Source: an optimization exercise on an open RTL-to-GDS flow (aim: small area). Production flows keep margins and buffers that such runs may drop.
The RTL of this run was laid out without a check of its function.
Power figures rest on the tool's default switching activity, not on a simulated workload.

### flow/flow/run.sh
#!/bin/bash
# The standard layout (standard.sh, unchanged synthesis and steps), with
# one difference: the buffers that global placement puts on every input and
# output port are the platform's smallest buffer, not the delay buffer that
# buffer_ports picks by default. The resizer may still upsize them later.
set -euo pipefail
export BUFFER_PORTS_ARGS="-buffer_cell sky130_fd_sc_hd__buf_1"
bash standard.sh > standard.log 2>&1
### flow/config.mk
export PLATFORM = sky130hd
export DESIGN_NAME = top
export DESIGN_NICKNAME = top
export VERILOG_FILES = /design/flow/design.v
export SDC_FILE = /design/flow/constraint.sdc
export NUM_CORES = 4
export LEC_CHECK = 0
export CAP_MARGIN = 20
export CORE_MARGIN = 2
export CORE_UTILIZATION = 40
export SLEW_MARGIN = 20
export SYNTH_HIERARCHICAL = 1
export SYNTH_MINIMUM_KEEP_SIZE = 0
### flow/constraint.sdc
create_clock -name core_clock -period 10.0 [get_ports {clk}]
set_input_delay 2.0000 -clock core_clock [delete_from_list [all_inputs] [get_ports {clk}]]
set_output_delay 2.0000 -clock core_clock [all_outputs]
set_load 0.01 [all_outputs]
### flow/standard.sh
#!/bin/bash
# synth_recipe.tcl (not shown) runs the flow's synth.tcl, then flattens the netlist and writes it again
# the make line also repeats each setting of config.mk as NAME=value (left out here)
make -C /OpenROAD-flow-scripts/flow DESIGN_CONFIG=/design/flow/config.mk WORK_HOME=/design/flow/orfs CLKGATE_MAP_FILE= SYNTH_SCRIPT=/design/flow/synth_recipe.tcl "${@:-finish}"
### flow/design.v
module top(y, x, c0, c1, c2, clk, rst);
input clk;
input rst;
input [7:0] x;
input [7:0] c0;
input [7:0] c1;
input [7:0] c2;
output [15:0] y;
reg [7:0] xd;
reg [7:0] c0d;
reg [15:0] s2q;
wire [7:0] xg = x & {8{~rst}};
wire [7:0] xdg = xd & {8{~rst}};
wire [15:0] s2n;
wire p1;
wire p2;
wire p3;
wire p4;
wire p5;
wire p6;
wire p7;
wire p8;
wire p9;
wire p10;
wire p11;
wire p12;
wire p13;
wire p14;
wire p15;
wire p16;
wire p17;
wire p18;
wire p19;
wire p20;
wire p21;
wire p22;
wire p23;
wire p24;
wire p25;
wire p26;
wire p27;
wire p28;
wire p29;
wire p30;
wire p31;
wire p32;
wire p33;
wire p34;
wire p35;
wire p36;
wire p37;
wire p38;
wire p39;
wire p40;
wire p41;
wire p42;
wire p43;
wire p44;
wire p45;
wire p46;
wire p47;
wire p48;
wire p49;
wire p50;
wire p51;
wire p52;
wire p53;
wire p54;
wire p55;
wire p56;
wire p57;
wire p58;
wire p59;
wire p60;
wire p61;
wire p62;
wire p63;
wire p64;
wire p65;
wire p66;
wire p67;
wire p68;
wire p69;
wire p70;
wire p71;
wire p72;
wire p73;
wire p74;
wire p75;
wire p76;
wire p77;
wire p78;
wire p79;
wire p80;
wire p81;
wire p82;
wire p83;
wire p84;
wire p85;
wire p86;
wire p87;
wire p88;
wire p89;
wire p90;
wire p91;
wire p92;
wire p93;
wire p94;
wire p95;
wire p96;
wire p97;
wire p98;
wire p99;
wire p100;
wire p101;
wire p102;
wire p103;
wire p104;
wire p105;
wire p106;
wire p107;
wire p108;
wire p109;
wire p110;
wire p111;
wire p112;
wire p113;
wire p114;
wire p115;
wire p116;
wire p117;
wire p118;
wire p119;
wire p120;
wire p121;
wire p122;
wire p123;
wire p124;
wire p125;
wire p126;
wire p127;
wire p128;
wire n129;
wire n130;
wire s131;
wire c132;
wire s133;
wire c134;
wire n135;
wire s136;
wire c137;
wire s138;
wire c139;
wire s140;
wire c141;
wire s142;
wire c143;
wire s144;
wire c145;
wire s146;
wire c147;
wire s148;
wire c149;
wire s150;
wire c151;
wire s152;
wire c153;
wire s154;
wire c155;
wire n156;
wire n157;
wire s158;
wire c159;
wire s160;
wire c161;
wire s162;
wire c163;
wire s164;
wire c165;
wire s166;
wire c167;
wire s168;
wire c169;
wire s170;
wire c171;
wire s172;
wire c173;
wire n174;
wire s175;
wire c176;
wire s177;
wire c178;
wire s179;
wire c180;
wire s181;
wire c182;
wire s183;
wire c184;
wire s185;
wire c186;
wire s187;
wire c188;
wire s189;
wire c190;
wire s191;
wire c192;
wire s193;
wire c194;
wire n195;
wire s196;
wire c197;
wire s198;
wire c199;
wire s200;
wire c201;
wire s202;
wire c203;
wire s204;
wire c205;
wire s206;
wire c207;
wire s208;
wire c209;
wire s210;
wire c211;
wire s212;
wire c213;
wire s214;
wire c215;
wire s216;
wire c217;
wire s218;
wire c219;
wire s220;
wire c221;
wire s222;
wire c223;
wire s224;
wire c225;
wire s226;
wire c227;
wire s228;
wire c229;
wire s230;
wire c231;
wire s232;
wire c233;
wire s234;
wire c235;
wire s236;
wire c237;
wire s238;
wire c239;
wire s240;
wire c241;
wire s242;
wire c243;
wire s244;
wire c245;
wire s246;
wire c247;
wire s248;
wire c249;
wire s250;
wire c251;
wire s252;
wire c253;
wire s254;
wire c255;
wire s256;
wire c257;
wire s258;
wire c259;
wire s260;
wire c261;
wire s262;
wire c263;
wire s264;
wire c265;
wire s266;
wire c267;
wire s268;
wire c269;
wire s270;
wire c271;
wire s272;
wire c273;
wire s274;
wire c275;
wire n276;
wire n277;
wire s278;
wire c279;
wire s280;
wire c281;
wire s282;
wire c283;
wire s284;
wire c285;
wire s286;
wire c287;
wire s288;
wire c289;
wire s290;
wire c291;
wire s292;
wire c293;
wire s294;
wire c295;
wire s296;
wire c297;
wire s298;
wire c299;
wire s300;
wire c301;
wire s302;
wire c303;
wire n304;
wire s305;
wire c306;
wire s307;
wire c308;
wire s309;
wire c310;
wire s311;
wire c312;
wire s313;
wire c314;
wire s315;
wire c316;
wire s317;
wire c318;
wire s319;
wire c320;
wire s321;
wire c322;
wire s323;
wire c324;
wire s325;
wire c326;
wire s327;
wire c328;
wire s329;
wire c330;
wire s331;
wire c332;
wire s333;
wire c334;
wire s335;
wire c336;
wire s337;
wire c338;
wire s339;
wire c340;
wire s341;
wire c342;
wire s343;
wire c344;
wire s345;
wire c346;
wire s347;
wire c348;
wire s349;
wire c350;
wire s351;
wire c352;
wire s353;
wire c354;
wire s355;
wire c356;
wire s357;
wire c358;
wire s359;
wire c360;
wire s361;
wire c362;
wire s363;
wire c364;
wire s365;
wire c366;
wire s367;
wire c368;
wire s369;
wire c370;
wire s371;
wire c372;
wire s373;
wire c374;
wire s375;
wire c376;
wire x377;
wire x378;
wire p379;
wire p380;
wire p381;
wire p382;
wire p383;
wire p384;
wire p385;
wire p386;
wire p387;
wire p388;
wire p389;
wire p390;
wire p391;
wire p392;
wire p393;
wire p394;
wire p395;
wire p396;
wire p397;
wire p398;
wire p399;
wire p400;
wire p401;
wire p402;
wire p403;
wire p404;
wire p405;
wire p406;
wire p407;
wire p408;
wire p409;
wire p410;
wire p411;
wire p412;
wire p413;
wire p414;
wire p415;
wire p416;
wire p417;
wire p418;
wire p419;
wire p420;
wire p421;
wire p422;
wire p423;
wire p424;
wire p425;
wire p426;
wire p427;
wire p428;
wire p429;
wire p430;
wire p431;
wire p432;
wire p433;
wire p434;
wire p435;
wire p436;
wire p437;
wire p438;
wire p439;
wire p440;
wire p441;
wire p442;
wire n443;
wire s444;
wire c445;
wire s446;
wire c447;
wire n448;
wire s449;
wire c450;
wire s451;
wire c452;
wire s453;
wire c454;
wire n455;
wire s456;
wire c457;
wire n458;
wire s459;
wire c460;
wire n461;
wire s462;
wire c463;
wire s464;
wire c465;
wire s466;
wire c467;
wire n468;
wire s469;
wire c470;
wire s471;
wire c472;
wire s473;
wire c474;
wire s475;
wire c476;
wire n477;
wire s478;
wire c479;
wire n480;
wire s481;
wire c482;
wire s483;
wire c484;
wire s485;
wire c486;
wire s487;
wire c488;
wire s489;
wire c490;
wire n491;
wire n492;
wire s493;
wire c494;
wire s495;
wire c496;
wire s497;
wire c498;
wire s499;
wire c500;
wire s501;
wire c502;
wire s503;
wire c504;
wire s505;
wire c506;
wire n507;
wire s508;
wire c509;
wire s510;
wire c511;
wire s512;
wire c513;
wire s514;
wire c515;
wire s516;
wire c517;
wire s518;
wire c519;
wire s520;
wire c521;
wire s522;
wire c523;
wire n524;
wire s525;
wire c526;
wire s527;
wire c528;
wire s529;
wire c530;
wire s531;
wire c532;
wire s533;
wire c534;
wire s535;
wire c536;
wire n537;
wire s538;
wire c539;
wire s540;
wire c541;
wire n542;
wire s543;
wire c544;
wire s545;
wire c546;
wire s547;
wire c548;
wire s549;
wire c550;
wire s551;
wire c552;
wire s553;
wire c554;
wire s555;
wire c556;
wire n557;
wire s558;
wire c559;
wire n560;
wire s561;
wire c562;
wire s563;
wire c564;
wire s565;
wire c566;
wire s567;
wire c568;
wire s569;
wire c570;
wire s571;
wire c572;
wire n573;
wire s574;
wire c575;
wire s576;
wire c577;
wire s578;
wire c579;
wire s580;
wire c581;
wire s582;
wire c583;
wire n584;
wire s585;
wire c586;
wire s587;
wire c588;
wire s589;
wire c590;
wire s591;
wire c592;
wire n593;
wire s594;
wire c595;
wire s596;
wire c597;
wire s598;
wire c599;
wire n600;
wire s601;
wire c602;
wire s603;
wire c604;
wire n605;
wire x606;
wire x607;
assign p1 = ~(xdg[0] & c0d[0]);
assign p2 = ~(xdg[0] & c0d[1]);
assign p3 = ~(xdg[0] & c0d[2]);
assign p4 = ~(xdg[0] & c0d[3]);
assign p5 = ~(xdg[0] & c0d[4]);
assign p6 = ~(xdg[0] & c0d[5]);
assign p7 = ~(xdg[0] & c0d[6]);
assign p8 = xdg[0] & c0d[7];
assign p9 = ~(xdg[1] & c0d[0]);
assign p10 = ~(xdg[1] & c0d[1]);
assign p11 = ~(xdg[1] & c0d[2]);
assign p12 = ~(xdg[1] & c0d[3]);
assign p13 = ~(xdg[1] & c0d[4]);
assign p14 = ~(xdg[1] & c0d[5]);
assign p15 = ~(xdg[1] & c0d[6]);
assign p16 = xdg[1] & c0d[7];
assign p17 = ~(xdg[2] & c0d[0]);
assign p18 = ~(xdg[2] & c0d[1]);
assign p19 = ~(xdg[2] & c0d[2]);
assign p20 = ~(xdg[2] & c0d[3]);
assign p21 = ~(xdg[2] & c0d[4]);
assign p22 = ~(xdg[2] & c0d[5]);
assign p23 = ~(xdg[2] & c0d[6]);
assign p24 = xdg[2] & c0d[7];
assign p25 = ~(xdg[3] & c0d[0]);
assign p26 = ~(xdg[3] & c0d[1]);
assign p27 = ~(xdg[3] & c0d[2]);
assign p28 = ~(xdg[3] & c0d[3]);
assign p29 = ~(xdg[3] & c0d[4]);
assign p30 = ~(xdg[3] & c0d[5]);
assign p31 = ~(xdg[3] & c0d[6]);
assign p32 = xdg[3] & c0d[7];
assign p33 = ~(xdg[4] & c0d[0]);
assign p34 = ~(xdg[4] & c0d[1]);
assign p35 = ~(xdg[4] & c0d[2]);
assign p36 = ~(xdg[4] & c0d[3]);
assign p37 = ~(xdg[4] & c0d[4]);
assign p38 = ~(xdg[4] & c0d[5]);
assign p39 = ~(xdg[4] & c0d[6]);
assign p40 = xdg[4] & c0d[7];
assign p41 = ~(xdg[5] & c0d[0]);
assign p42 = ~(xdg[5] & c0d[1]);
assign p43 = ~(xdg[5] & c0d[2]);
assign p44 = ~(xdg[5] & c0d[3]);
assign p45 = ~(xdg[5] & c0d[4]);
assign p46 = ~(xdg[5] & c0d[5]);
assign p47 = ~(xdg[5] & c0d[6]);
assign p48 = xdg[5] & c0d[7];
assign p49 = ~(xdg[6] & c0d[0]);
assign p50 = ~(xdg[6] & c0d[1]);
assign p51 = ~(xdg[6] & c0d[2]);
assign p52 = ~(xdg[6] & c0d[3]);
assign p53 = ~(xdg[6] & c0d[4]);
assign p54 = ~(xdg[6] & c0d[5]);
assign p55 = ~(xdg[6] & c0d[6]);
assign p56 = xdg[6] & c0d[7];
assign p57 = xdg[7] & c0d[0];
assign p58 = xdg[7] & c0d[1];
assign p59 = xdg[7] & c0d[2];
assign p60 = xdg[7] & c0d[3];
assign p61 = xdg[7] & c0d[4];
assign p62 = xdg[7] & c0d[5];
assign p63 = xdg[7] & c0d[6];
assign p64 = ~(xdg[7] & c0d[7]);
assign p65 = ~(xg[0] & c1[0]);
assign p66 = ~(xg[0] & c1[1]);
assign p67 = ~(xg[0] & c1[2]);
assign p68 = ~(xg[0] & c1[3]);
assign p69 = ~(xg[0] & c1[4]);
assign p70 = ~(xg[0] & c1[5]);
assign p71 = ~(xg[0] & c1[6]);
assign p72 = xg[0] & c1[7];
assign p73 = ~(xg[1] & c1[0]);
assign p74 = ~(xg[1] & c1[1]);
assign p75 = ~(xg[1] & c1[2]);
assign p76 = ~(xg[1] & c1[3]);
assign p77 = ~(xg[1] & c1[4]);
assign p78 = ~(xg[1] & c1[5]);
assign p79 = ~(xg[1] & c1[6]);
assign p80 = xg[1] & c1[7];
assign p81 = ~(xg[2] & c1[0]);
assign p82 = ~(xg[2] & c1[1]);
assign p83 = ~(xg[2] & c1[2]);
assign p84 = ~(xg[2] & c1[3]);
assign p85 = ~(xg[2] & c1[4]);
assign p86 = ~(xg[2] & c1[5]);
assign p87 = ~(xg[2] & c1[6]);
assign p88 = xg[2] & c1[7];
assign p89 = ~(xg[3] & c1[0]);
assign p90 = ~(xg[3] & c1[1]);
assign p91 = ~(xg[3] & c1[2]);
assign p92 = ~(xg[3] & c1[3]);
assign p93 = ~(xg[3] & c1[4]);
assign p94 = ~(xg[3] & c1[5]);
assign p95 = ~(xg[3] & c1[6]);
assign p96 = xg[3] & c1[7];
assign p97 = ~(xg[4] & c1[0]);
assign p98 = ~(xg[4] & c1[1]);
assign p99 = ~(xg[4] & c1[2]);
assign p100 = ~(xg[4] & c1[3]);
assign p101 = ~(xg[4] & c1[4]);
assign p102 = ~(xg[4] & c1[5]);
assign p103 = ~(xg[4] & c1[6]);
assign p104 = xg[4] & c1[7];
assign p105 = ~(xg[5] & c1[0]);
assign p106 = ~(xg[5] & c1[1]);
assign p107 = ~(xg[5] & c1[2]);
assign p108 = ~(xg[5] & c1[3]);
assign p109 = ~(xg[5] & c1[4]);
assign p110 = ~(xg[5] & c1[5]);
assign p111 = ~(xg[5] & c1[6]);
assign p112 = xg[5] & c1[7];
assign p113 = ~(xg[6] & c1[0]);
assign p114 = ~(xg[6] & c1[1]);
assign p115 = ~(xg[6] & c1[2]);
assign p116 = ~(xg[6] & c1[3]);
assign p117 = ~(xg[6] & c1[4]);
assign p118 = ~(xg[6] & c1[5]);
assign p119 = ~(xg[6] & c1[6]);
assign p120 = xg[6] & c1[7];
assign p121 = xg[7] & c1[0];
assign p122 = xg[7] & c1[1];
assign p123 = xg[7] & c1[2];
assign p124 = xg[7] & c1[3];
assign p125 = xg[7] & c1[4];
assign p126 = xg[7] & c1[5];
assign p127 = xg[7] & c1[6];
assign p128 = ~(xg[7] & c1[7]);
assign n129 = ~p1;
assign n130 = ~p65;
ha_cell u132 (.a(n129), .b(n130), .s(s131), .co(c132));
fa_cell u134 (.a(p2), .b(p9), .c(p66), .s(s133), .co(c134));
assign n135 = ~c132;
fa_cell u137 (.a(p73), .b(n135), .c(s133), .s(s136), .co(c137));
ha_cell u139 (.a(p3), .b(p10), .s(s138), .co(c139));
fa_cell u141 (.a(p17), .b(p67), .c(p74), .s(s140), .co(c141));
fa_cell u143 (.a(p81), .b(s138), .c(c134), .s(s142), .co(c143));
fa_cell u145 (.a(s140), .b(c137), .c(s142), .s(s144), .co(c145));
fa_cell u147 (.a(p4), .b(p11), .c(p18), .s(s146), .co(c147));
fa_cell u149 (.a(p25), .b(p68), .c(p75), .s(s148), .co(c149));
fa_cell u151 (.a(p82), .b(p89), .c(c139), .s(s150), .co(c151));
fa_cell u153 (.a(c141), .b(s146), .c(s148), .s(s152), .co(c153));
fa_cell u155 (.a(s150), .b(c143), .c(s152), .s(s154), .co(c155));
assign n156 = ~c145;
assign n157 = ~s154;
ha_cell u159 (.a(n156), .b(n157), .s(s158), .co(c159));
fa_cell u161 (.a(p5), .b(p12), .c(p19), .s(s160), .co(c161));
fa_cell u163 (.a(p26), .b(p33), .c(p69), .s(s162), .co(c163));
fa_cell u165 (.a(p76), .b(p83), .c(p90), .s(s164), .co(c165));
fa_cell u167 (.a(p97), .b(c147), .c(c149), .s(s166), .co(c167));
fa_cell u169 (.a(s160), .b(s162), .c(s164), .s(s168), .co(c169));
fa_cell u171 (.a(c151), .b(s166), .c(c153), .s(s170), .co(c171));
fa_cell u173 (.a(s168), .b(c155), .c(s170), .s(s172), .co(c173));
assign n174 = ~s172;
ha_cell u176 (.a(c159), .b(n174), .s(s175), .co(c176));
ha_cell u178 (.a(p6), .b(p13), .s(s177), .co(c178));
fa_cell u180 (.a(p20), .b(p27), .c(p34), .s(s179), .co(c180));
fa_cell u182 (.a(p41), .b(p70), .c(p77), .s(s181), .co(c182));
fa_cell u184 (.a(p84), .b(p91), .c(p98), .s(s183), .co(c184));
fa_cell u186 (.a(p105), .b(s177), .c(c161), .s(s185), .co(c186));
fa_cell u188 (.a(c163), .b(c165), .c(s179), .s(s187), .co(c188));
fa_cell u190 (.a(s181), .b(s183), .c(c167), .s(s189), .co(c190));
fa_cell u192 (.a(s185), .b(c169), .c(s187), .s(s191), .co(c192));
fa_cell u194 (.a(s189), .b(c171), .c(s191), .s(s193), .co(c194));
assign n195 = ~c176;
fa_cell u197 (.a(c173), .b(s193), .c(n195), .s(s196), .co(c197));
ha_cell u199 (.a(p7), .b(p14), .s(s198), .co(c199));
fa_cell u201 (.a(p21), .b(p28), .c(p35), .s(s200), .co(c201));
fa_cell u203 (.a(p42), .b(p49), .c(p71), .s(s202), .co(c203));
fa_cell u205 (.a(p78), .b(p85), .c(p92), .s(s204), .co(c205));
fa_cell u207 (.a(p99), .b(p106), .c(p113), .s(s206), .co(c207));
fa_cell u209 (.a(c178), .b(s198), .c(c180), .s(s208), .co(c209));
fa_cell u211 (.a(c182), .b(c184), .c(s200), .s(s210), .co(c211));
fa_cell u213 (.a(s202), .b(s204), .c(s206), .s(s212), .co(c213));
fa_cell u215 (.a(c186), .b(c188), .c(s208), .s(s214), .co(c215));
fa_cell u217 (.a(s210), .b(s212), .c(c190), .s(s216), .co(c217));
fa_cell u219 (.a(c192), .b(s214), .c(s216), .s(s218), .co(c219));
fa_cell u221 (.a(c194), .b(s218), .c(c197), .s(s220), .co(c221));
ha_cell u223 (.a(p8), .b(p15), .s(s222), .co(c223));
fa_cell u225 (.a(p22), .b(p29), .c(p36), .s(s224), .co(c225));
fa_cell u227 (.a(p43), .b(p50), .c(p57), .s(s226), .co(c227));
fa_cell u229 (.a(p72), .b(p79), .c(p86), .s(s228), .co(c229));
fa_cell u231 (.a(p93), .b(p100), .c(p107), .s(s230), .co(c231));
fa_cell u233 (.a(p114), .b(p121), .c(c199), .s(s232), .co(c233));
fa_cell u235 (.a(s222), .b(c201), .c(c203), .s(s234), .co(c235));
fa_cell u237 (.a(c205), .b(c207), .c(s224), .s(s236), .co(c237));
fa_cell u239 (.a(s226), .b(s228), .c(s230), .s(s238), .co(c239));
fa_cell u241 (.a(s232), .b(c209), .c(c211), .s(s240), .co(c241));
fa_cell u243 (.a(s234), .b(c213), .c(s236), .s(s242), .co(c243));
fa_cell u245 (.a(s238), .b(c215), .c(s240), .s(s244), .co(c245));
fa_cell u247 (.a(s242), .b(c217), .c(s244), .s(s246), .co(c247));
fa_cell u249 (.a(c219), .b(s246), .c(c221), .s(s248), .co(c249));
fa_cell u251 (.a(p16), .b(p23), .c(p30), .s(s250), .co(c251));
fa_cell u253 (.a(p37), .b(p44), .c(p51), .s(s252), .co(c253));
fa_cell u255 (.a(p58), .b(p80), .c(p87), .s(s254), .co(c255));
fa_cell u257 (.a(p94), .b(p101), .c(p108), .s(s256), .co(c257));
fa_cell u259 (.a(p115), .b(p122), .c(c223), .s(s258), .co(c259));
fa_cell u261 (.a(c225), .b(c227), .c(c229), .s(s260), .co(c261));
fa_cell u263 (.a(c231), .b(s250), .c(s252), .s(s262), .co(c263));
fa_cell u265 (.a(s254), .b(s256), .c(c233), .s(s264), .co(c265));
fa_cell u267 (.a(s258), .b(c235), .c(c237), .s(s266), .co(c267));
fa_cell u269 (.a(s260), .b(c239), .c(s262), .s(s268), .co(c269));
fa_cell u271 (.a(s264), .b(c241), .c(c243), .s(s270), .co(c271));
fa_cell u273 (.a(s266), .b(s268), .c(c245), .s(s272), .co(c273));
fa_cell u275 (.a(s270), .b(c247), .c(s272), .s(s274), .co(c275));
assign n276 = ~s274;
assign n277 = ~c249;
ha_cell u279 (.a(n276), .b(n277), .s(s278), .co(c279));
ha_cell u281 (.a(p24), .b(p31), .s(s280), .co(c281));
fa_cell u283 (.a(p38), .b(p45), .c(p52), .s(s282), .co(c283));
fa_cell u285 (.a(p59), .b(p88), .c(p95), .s(s284), .co(c285));
fa_cell u287 (.a(p102), .b(p109), .c(p116), .s(s286), .co(c287));
fa_cell u289 (.a(p123), .b(s280), .c(c251), .s(s288), .co(c289));
fa_cell u291 (.a(c253), .b(c255), .c(c257), .s(s290), .co(c291));
fa_cell u293 (.a(s282), .b(s284), .c(s286), .s(s292), .co(c293));
fa_cell u295 (.a(c259), .b(c261), .c(s288), .s(s294), .co(c295));
fa_cell u297 (.a(s290), .b(c263), .c(s292), .s(s296), .co(c297));
fa_cell u299 (.a(c265), .b(c267), .c(c269), .s(s298), .co(c299));
fa_cell u301 (.a(s294), .b(s296), .c(c271), .s(s300), .co(c301));
fa_cell u303 (.a(s298), .b(c273), .c(s300), .s(s302), .co(c303));
assign n304 = ~c279;
fa_cell u306 (.a(c275), .b(s302), .c(n304), .s(s305), .co(c306));
fa_cell u308 (.a(p32), .b(p39), .c(p46), .s(s307), .co(c308));
fa_cell u310 (.a(p53), .b(p60), .c(p96), .s(s309), .co(c310));
fa_cell u312 (.a(p103), .b(p110), .c(p117), .s(s311), .co(c312));
fa_cell u314 (.a(p124), .b(c281), .c(c283), .s(s313), .co(c314));
fa_cell u316 (.a(c285), .b(c287), .c(s307), .s(s315), .co(c316));
fa_cell u318 (.a(s309), .b(s311), .c(c289), .s(s317), .co(c318));
fa_cell u320 (.a(c291), .b(s313), .c(c293), .s(s319), .co(c320));
fa_cell u322 (.a(s315), .b(s317), .c(c295), .s(s321), .co(c322));
fa_cell u324 (.a(c297), .b(s319), .c(c299), .s(s323), .co(c324));
fa_cell u326 (.a(s321), .b(c301), .c(s323), .s(s325), .co(c326));
fa_cell u328 (.a(c303), .b(s325), .c(c306), .s(s327), .co(c328));
fa_cell u330 (.a(p40), .b(p47), .c(p54), .s(s329), .co(c330));
fa_cell u332 (.a(p61), .b(p104), .c(p111), .s(s331), .co(c332));
fa_cell u334 (.a(p118), .b(p125), .c(c308), .s(s333), .co(c334));
fa_cell u336 (.a(c310), .b(c312), .c(s329), .s(s335), .co(c336));
fa_cell u338 (.a(s331), .b(c314), .c(c316), .s(s337), .co(c338));
fa_cell u340 (.a(s333), .b(s335), .c(c318), .s(s339), .co(c340));
fa_cell u342 (.a(c320), .b(s337), .c(s339), .s(s341), .co(c342));
fa_cell u344 (.a(c322), .b(c324), .c(s341), .s(s343), .co(c344));
fa_cell u346 (.a(c326), .b(s343), .c(c328), .s(s345), .co(c346));
fa_cell u348 (.a(p48), .b(p55), .c(p62), .s(s347), .co(c348));
fa_cell u350 (.a(p112), .b(p119), .c(p126), .s(s349), .co(c350));
fa_cell u352 (.a(c330), .b(c332), .c(s347), .s(s351), .co(c352));
fa_cell u354 (.a(s349), .b(c334), .c(c336), .s(s353), .co(c354));
fa_cell u356 (.a(s351), .b(c338), .c(s353), .s(s355), .co(c356));
fa_cell u358 (.a(c340), .b(s355), .c(c342), .s(s357), .co(c358));
fa_cell u360 (.a(s357), .b(c344), .c(c346), .s(s359), .co(c360));
fa_cell u362 (.a(p56), .b(p63), .c(p120), .s(s361), .co(c362));
fa_cell u364 (.a(p127), .b(c348), .c(c350), .s(s363), .co(c364));
fa_cell u366 (.a(s361), .b(c352), .c(s363), .s(s365), .co(c366));
fa_cell u368 (.a(c354), .b(s365), .c(c356), .s(s367), .co(c368));
fa_cell u370 (.a(s367), .b(c358), .c(c360), .s(s369), .co(c370));
fa_cell u372 (.a(p64), .b(p128), .c(c362), .s(s371), .co(c372));
fa_cell u374 (.a(c364), .b(s371), .c(c366), .s(s373), .co(c374));
fa_cell u376 (.a(s373), .b(c368), .c(c370), .s(s375), .co(c376));
assign x377 = c372 ^ c374;
assign x378 = x377 ^ c376;
assign p379 = ~(x[0] & c2[0]);
assign p380 = ~(x[0] & c2[1]);
assign p381 = ~(x[0] & c2[2]);
assign p382 = ~(x[0] & c2[3]);
assign p383 = ~(x[0] & c2[4]);
assign p384 = ~(x[0] & c2[5]);
assign p385 = ~(x[0] & c2[6]);
assign p386 = x[0] & c2[7];
assign p387 = ~(x[1] & c2[0]);
assign p388 = ~(x[1] & c2[1]);
assign p389 = ~(x[1] & c2[2]);
assign p390 = ~(x[1] & c2[3]);
assign p391 = ~(x[1] & c2[4]);
assign p392 = ~(x[1] & c2[5]);
assign p393 = ~(x[1] & c2[6]);
assign p394 = x[1] & c2[7];
assign p395 = ~(x[2] & c2[0]);
assign p396 = ~(x[2] & c2[1]);
assign p397 = ~(x[2] & c2[2]);
assign p398 = ~(x[2] & c2[3]);
assign p399 = ~(x[2] & c2[4]);
assign p400 = ~(x[2] & c2[5]);
assign p401 = ~(x[2] & c2[6]);
assign p402 = x[2] & c2[7];
assign p403 = ~(x[3] & c2[0]);
assign p404 = ~(x[3] & c2[1]);
assign p405 = ~(x[3] & c2[2]);
assign p406 = ~(x[3] & c2[3]);
assign p407 = ~(x[3] & c2[4]);
assign p408 = ~(x[3] & c2[5]);
assign p409 = ~(x[3] & c2[6]);
assign p410 = x[3] & c2[7];
assign p411 = ~(x[4] & c2[0]);
assign p412 = ~(x[4] & c2[1]);
assign p413 = ~(x[4] & c2[2]);
assign p414 = ~(x[4] & c2[3]);
assign p415 = ~(x[4] & c2[4]);
assign p416 = ~(x[4] & c2[5]);
assign p417 = ~(x[4] & c2[6]);
assign p418 = x[4] & c2[7];
assign p419 = ~(x[5] & c2[0]);
assign p420 = ~(x[5] & c2[1]);
assign p421 = ~(x[5] & c2[2]);
assign p422 = ~(x[5] & c2[3]);
assign p423 = ~(x[5] & c2[4]);
assign p424 = ~(x[5] & c2[5]);
assign p425 = ~(x[5] & c2[6]);
assign p426 = x[5] & c2[7];
assign p427 = ~(x[6] & c2[0]);
assign p428 = ~(x[6] & c2[1]);
assign p429 = ~(x[6] & c2[2]);
assign p430 = ~(x[6] & c2[3]);
assign p431 = ~(x[6] & c2[4]);
assign p432 = ~(x[6] & c2[5]);
assign p433 = ~(x[6] & c2[6]);
assign p434 = x[6] & c2[7];
assign p435 = x[7] & c2[0];
assign p436 = x[7] & c2[1];
assign p437 = x[7] & c2[2];
assign p438 = x[7] & c2[3];
assign p439 = x[7] & c2[4];
assign p440 = x[7] & c2[5];
assign p441 = x[7] & c2[6];
assign p442 = ~(x[7] & c2[7]);
assign n443 = ~p379;
ha_cell u445 (.a(s2q[0]), .b(n443), .s(s444), .co(c445));
fa_cell u447 (.a(s2q[1]), .b(p380), .c(p387), .s(s446), .co(c447));
assign n448 = ~s446;
ha_cell u450 (.a(c445), .b(n448), .s(s449), .co(c450));
ha_cell u452 (.a(s2q[2]), .b(p381), .s(s451), .co(c452));
fa_cell u454 (.a(p388), .b(p395), .c(s451), .s(s453), .co(c454));
assign n455 = ~c450;
fa_cell u457 (.a(c447), .b(s453), .c(n455), .s(s456), .co(c457));
assign n458 = ~s456;
ha_cell u460 (.a(p382), .b(p389), .s(s459), .co(c460));
assign n461 = ~s2q[3];
fa_cell u463 (.a(n461), .b(p396), .c(p403), .s(s462), .co(c463));
fa_cell u465 (.a(c452), .b(s459), .c(s462), .s(s464), .co(c465));
fa_cell u467 (.a(c454), .b(s464), .c(c457), .s(s466), .co(c467));
assign n468 = ~s466;
ha_cell u470 (.a(p383), .b(p390), .s(s469), .co(c470));
fa_cell u472 (.a(p397), .b(p404), .c(p411), .s(s471), .co(c472));
fa_cell u474 (.a(c460), .b(s469), .c(c463), .s(s473), .co(c474));
fa_cell u476 (.a(s471), .b(c465), .c(s473), .s(s475), .co(c476));
assign n477 = ~s2q[4];
fa_cell u479 (.a(n477), .b(s475), .c(c467), .s(s478), .co(c479));
assign n480 = ~s478;
fa_cell u482 (.a(s2q[5]), .b(p384), .c(p391), .s(s481), .co(c482));
fa_cell u484 (.a(p398), .b(p405), .c(p412), .s(s483), .co(c484));
fa_cell u486 (.a(p419), .b(c470), .c(c472), .s(s485), .co(c486));
fa_cell u488 (.a(s481), .b(s483), .c(c474), .s(s487), .co(c488));
fa_cell u490 (.a(s485), .b(s487), .c(c476), .s(s489), .co(c490));
assign n491 = ~s489;
assign n492 = ~c479;
ha_cell u494 (.a(n491), .b(n492), .s(s493), .co(c494));
fa_cell u496 (.a(s2q[6]), .b(p385), .c(p392), .s(s495), .co(c496));
fa_cell u498 (.a(p399), .b(p406), .c(p413), .s(s497), .co(c498));
fa_cell u500 (.a(p420), .b(p427), .c(c482), .s(s499), .co(c500));
fa_cell u502 (.a(c484), .b(s495), .c(s497), .s(s501), .co(c502));
fa_cell u504 (.a(c486), .b(s499), .c(s501), .s(s503), .co(c504));
fa_cell u506 (.a(c488), .b(s503), .c(c490), .s(s505), .co(c506));
assign n507 = ~s505;
ha_cell u509 (.a(n507), .b(c494), .s(s508), .co(c509));
fa_cell u511 (.a(s2q[7]), .b(p386), .c(p393), .s(s510), .co(c511));
fa_cell u513 (.a(p400), .b(p407), .c(p414), .s(s512), .co(c513));
fa_cell u515 (.a(p421), .b(p428), .c(p435), .s(s514), .co(c515));
fa_cell u517 (.a(c496), .b(c498), .c(s510), .s(s516), .co(c517));
fa_cell u519 (.a(s512), .b(s514), .c(c500), .s(s518), .co(c519));
fa_cell u521 (.a(c502), .b(s516), .c(s518), .s(s520), .co(c521));
fa_cell u523 (.a(c504), .b(s520), .c(c506), .s(s522), .co(c523));
assign n524 = ~s522;
ha_cell u526 (.a(n524), .b(c509), .s(s525), .co(c526));
fa_cell u528 (.a(p394), .b(p401), .c(p408), .s(s527), .co(c528));
fa_cell u530 (.a(p415), .b(p422), .c(p429), .s(s529), .co(c530));
fa_cell u532 (.a(p436), .b(c511), .c(c513), .s(s531), .co(c532));
fa_cell u534 (.a(c515), .b(s527), .c(s529), .s(s533), .co(c534));
fa_cell u536 (.a(c517), .b(s531), .c(s533), .s(s535), .co(c536));
assign n537 = ~s2q[8];
fa_cell u539 (.a(n537), .b(c519), .c(s535), .s(s538), .co(c539));
fa_cell u541 (.a(c521), .b(s538), .c(c523), .s(s540), .co(c541));
assign n542 = ~s540;
ha_cell u544 (.a(n542), .b(c526), .s(s543), .co(c544));
fa_cell u546 (.a(s2q[9]), .b(p402), .c(p409), .s(s545), .co(c546));
fa_cell u548 (.a(p416), .b(p423), .c(p430), .s(s547), .co(c548));
fa_cell u550 (.a(p437), .b(c528), .c(c530), .s(s549), .co(c550));
fa_cell u552 (.a(s545), .b(s547), .c(c532), .s(s551), .co(c552));
fa_cell u554 (.a(s549), .b(c534), .c(s551), .s(s553), .co(c554));
fa_cell u556 (.a(c536), .b(s553), .c(c539), .s(s555), .co(c556));
assign n557 = ~c544;
fa_cell u559 (.a(s555), .b(c541), .c(n557), .s(s558), .co(c559));
assign n560 = ~s558;
fa_cell u562 (.a(s2q[10]), .b(p410), .c(p417), .s(s561), .co(c562));
fa_cell u564 (.a(p424), .b(p431), .c(p438), .s(s563), .co(c564));
fa_cell u566 (.a(c546), .b(c548), .c(s561), .s(s565), .co(c566));
fa_cell u568 (.a(s563), .b(c550), .c(s565), .s(s567), .co(c568));
fa_cell u570 (.a(c552), .b(s567), .c(c554), .s(s569), .co(c570));
fa_cell u572 (.a(s569), .b(c556), .c(c559), .s(s571), .co(c572));
assign n573 = ~s571;
fa_cell u575 (.a(s2q[11]), .b(p418), .c(p425), .s(s574), .co(c575));
fa_cell u577 (.a(p432), .b(p439), .c(c562), .s(s576), .co(c577));
fa_cell u579 (.a(c564), .b(s574), .c(c566), .s(s578), .co(c579));
fa_cell u581 (.a(s576), .b(c568), .c(s578), .s(s580), .co(c581));
fa_cell u583 (.a(s580), .b(c570), .c(c572), .s(s582), .co(c583));
assign n584 = ~s582;
fa_cell u586 (.a(s2q[12]), .b(p426), .c(p433), .s(s585), .co(c586));
fa_cell u588 (.a(p440), .b(c575), .c(s585), .s(s587), .co(c588));
fa_cell u590 (.a(c577), .b(s587), .c(c579), .s(s589), .co(c590));
fa_cell u592 (.a(s589), .b(c581), .c(c583), .s(s591), .co(c592));
assign n593 = ~s591;
fa_cell u595 (.a(s2q[13]), .b(p434), .c(p441), .s(s594), .co(c595));
fa_cell u597 (.a(c586), .b(s594), .c(c588), .s(s596), .co(c597));
fa_cell u599 (.a(s596), .b(c590), .c(c592), .s(s598), .co(c599));
assign n600 = ~s598;
fa_cell u602 (.a(s2q[14]), .b(p442), .c(c595), .s(s601), .co(c602));
fa_cell u604 (.a(s601), .b(c597), .c(c599), .s(s603), .co(c604));
assign n605 = ~s603;
assign x606 = s2q[15] ^ c602;
assign x607 = x606 ^ c604;
assign y[0] = s444;
assign s2n[0] = s131;
assign y[1] = s449;
assign s2n[1] = s136;
assign y[2] = n458;
assign s2n[2] = s144;
assign y[3] = n468;
assign s2n[3] = s158;
assign y[4] = n480;
assign s2n[4] = s175;
assign y[5] = s493;
assign s2n[5] = s196;
assign y[6] = s508;
assign s2n[6] = s220;
assign y[7] = s525;
assign s2n[7] = s248;
assign y[8] = s543;
assign s2n[8] = s278;
assign y[9] = n560;
assign s2n[9] = s305;
assign y[10] = n573;
assign s2n[10] = s327;
assign y[11] = n584;
assign s2n[11] = s345;
assign y[12] = n593;
assign s2n[12] = s359;
assign y[13] = n600;
assign s2n[13] = s369;
assign y[14] = n605;
assign s2n[14] = s375;
assign y[15] = x607;
assign s2n[15] = x378;
always @(posedge clk) begin
  xd <= xg;
  c0d <= c0;
  s2q <= s2n;
end
endmodule
module fa_cell(input a, input b, input c, output s, output co);
assign s = a ^ b ^ c;
assign co = (a & b) | (a & c) | (b & c);
endmodule
module ha_cell(input a, input b, output s, output co);
assign s = a ^ b;
assign co = a & b;
endmodule
==> flow_metrics.py <==
metrics = {
    "route": {
        "viasPerCell": 5.26,
        "ant_nets": 0,
        "avgRoutedWirePerCell_um": 18.5,
        "vias": 3811,
        "drt-total-wl_mm": 13.4,
        "first_pass_iters": 7,
        "drt-initial-drc-count": 259,
        "drcViolationCount": 0,
    },
    "power_and_ir_drop": {
        "total_power_mw": 1.74,
        "vdd_drop_max_v": 0.000210,
        "total_leakage_power_nw": 2.39,
        "power-per-cell-area_nw_per_um2": 263,
    },
    "setup_path": {
        "cp_max_fo": 4,
        "cp_data_required_time_ps": 8000,
        "crit_arrival_ps": 7790,
        "cp-end-kind": "output pin",
        "path_class": "in2out",
        "crit_path_start_kind": "input pin",
    },
    "final_layout": {
        "fin_cells": 725,
        "num_antenna_cells": 0,
        "nNetsFinal": 760,
        "fillers": 1414,
        "layout_common_cells": "fa_1 (162), nand3b_1 (98), nand2_1 (49)",
        "multiInputGateArea_um2": 5070,
        "final_common_cell": "fa_1",
        "regArea_um2": 641,
        "drive_gt1_frac": 0.0950,
        "design_area_um2": 6630,
        "area_delta_synth_final_pct": 7.61,
        "final_core_util": 0.438,
    },
    "global_route": {
        "antenna_found_initial": 0,
        "grt_pass1_vias": 4346,
        "track_usage": 0.179,
        "grt_pass1_wl_mm": 22.5,
        "gr-total-overflow": 0,
        "grt_max_degree": 63,
    },
    "timing": {
        "whs_ps": 880,
        "tightest_slew_ps": 525,
        "tns_ps": 0,
        "finalHoldViolCount": 0,
        "slew_headroom": 0.650,
        "fmax_ghz": 0.102,
        "slew_viol_final": 0,
        "rsz0062_at_grt": "false",
        "period_share": 0.979,
        "min_period_ps": 9790,
        "setup_viol_count_final": 0,
        "clock-skew-final_ps": 6.57,
        "fin_ws_ps": 211,
    },
    "placement": {
        "place_ws_ps": -210,
        "hpwl_mm": 11.0,
        "placed_cells_incl_taps": 717,
        "place.gp.congestion": 0.828,
        "port_buffers": 49,
        "placed_area_um2": 6420,
    },
    "clocking": {
        "cts_setup_buffers": 0,
        "cts_buffers": 5,
        "clk_pin_slew_ps": 60,
        "cts.sinks": 32,
        "cts_tree": "yes",
        "cts_hold_repair.buffers": 0,
        "root_buffer": "clkbuf_16",
        "htree_num_levels": 2,
        "clk_latency_ps": 290,
        "clockBufferDepth": 2,
    },
    "floorplan": {
        "die_w_um": 128,
        "initial_utilization": 0.407,
        "die_area_um2": 16400,
        "core_area_um2": 15100,
        "rows": 45,
        "die_y_um": 128,
        "ios": 50,
    },
    "logic_synthesis": {
        "syn_nets": 744,
        "ys_seq_elements": 32,
        "synth_cells": 520,
        "synth_sequential_area_ratio": 0.104,
        "synth.distinct_cells": 17,
        "netlist_area_um2": 6160,
        "yosysWarnings": 7,
        "avgSynthCellArea_um2": 11.9,
    },
    "outcome": {
        "status": "no timing/DRC/antenna violations",
    },
    "job": {
        "drv_cap": 0,
    },
    "min_path": {
        "hp-class": "reg2reg",
    },
}
## worst paths after layout
check	startpoint	end	slack [ps]	cells past startpoint
worst max register to register	c0d[3]$_DFF_P_	s2q[15]$_DFF_P_	3160	21
worst min register to register	c0d[0]$_DFF_P_	s2q[0]$_DFF_P_	880	2
worst max-delay path	x[3]	y[14]	210	21
worst min-delay path	c0d[0]$_DFF_P_	s2q[0]$_DFF_P_	880	2
## state kept, by name (all words and copies together) (netlist names)
signal,count
xd,8
s2q,16
c0d,8
## layout make-up
cell class / instances / share of cell area
Clock buffer: 7 / 0.0230
Clock inverter: 1 / 0.00453
Inverter: 28 / 0.0158
Multi-Input combinational cell: 392 / 0.764
Sequential cell: 32 / 0.0966
Tap cell: 188 / 0.0355
Timing Repair Buffer: 77 / 0.0604
## power by group
part	leakage, nW	internal, mW	total, mW	switching [mW]
Clock	0.0901	0.131	0.195	0.0638
Combinational	2.03	0.610	1.35	0.742
Sequential	0.269	0.172	0.197	0.0245
Total	2.39	0.913	1.74	0.830
## cells in the mapped netlist (all sizes together)
cell,instances,share of area
and2,15,0.015
and3b,30,0.043
buf,60,0.055
clkbuf,7,0.0043
dfxtp,32,0.10
dlygate4sd1,1,0.0014
fa,172,0.56
ha,18,0.037
inv,28,0.017
nand2,49,0.030
nand3b,98,0.12
nor2b,8,0.0081
xor3,2,0.0077
## cells by family (layout without fill, tap and decap cells)
| kind of cell | after synthesis | in the layout | share of synthesized area |
|---|---|---|---|
| buf+inv | 96 | 113 | 0.0778 |
| flops | 32 | 32 | 0.104 |
| fa+ha+maj | 190 | 190 | 0.595 |
| simple gates | 200 | 200 | 0.215 |
| xor+xnor | 2 | 2 | 0.00772 |
## repair_timing
item                                   4_1_cts  5_1_grt
gates cloned                                 0        0
endpoints found under the hold margin        0        0
setup endpoints to repair                    2        2
pin swaps                                    0        1
resized for setup                            8        6
## modules after synthesis (local to each module, per instance)
module / cells inside / cell area [um^2] / copies in the design / flip-flops and latches
ha_cell: 1 / 12.5 / 18 / 0
top: 330 / 2490 / 1 / 32
fa_cell: 1 / 20.0 / 172 / 0
## routing by layer
layer  vias up  track usage  routed length [um]
li1       1650            -                   -
met1      2027        0.250                5650
met2       123        0.299                6820
met3        11       0.0288                 799
met4         0       0.0304                 144
met5         -            0                   0
## worst max-delay path, cell delays in order
cell and delay [ps]:
buf_1 70, buf_4 150, nand2_1 70, fa_1 380, fa_2 360, fa_1 490
fa_2 370, fa_1 380, fa_1 390, fa_1 430, inv_1 60, ha_1 150
inv_1 50, fa_2 340, fa_2 350, fa_2 340, fa_2 350, fa_2 350
fa_2 530, inv_1 40, buf_1 110

-- re-timing with driven ports --
Ports are ideal in the flow. The routed layout listed here was re-timed in OpenROAD. Step 1, drivers: a clkbuf_16 drives clk and a buf_2 each remaining input, both assumed. Step 2, shift: input delay + t, output delay - t, t = (earliest + latest rising clock arrival at the registers) / 2. This alone moves slack from input paths to output paths. a / b / c = ideal / step 1 / step 2; a / b = the first two.
shift t [ns]: 0.318
setup WS [ns]: 0.211 / 0.175 / 0.175
hold WS [ns]: 0.880 / 0.880 / 0.880
worst setup path at the end: input to output
After both steps setup and hold are still met in this run. For this run, drivers alone change the setup slack by -0.036 ns; drivers and shift together by -0.036 ns.
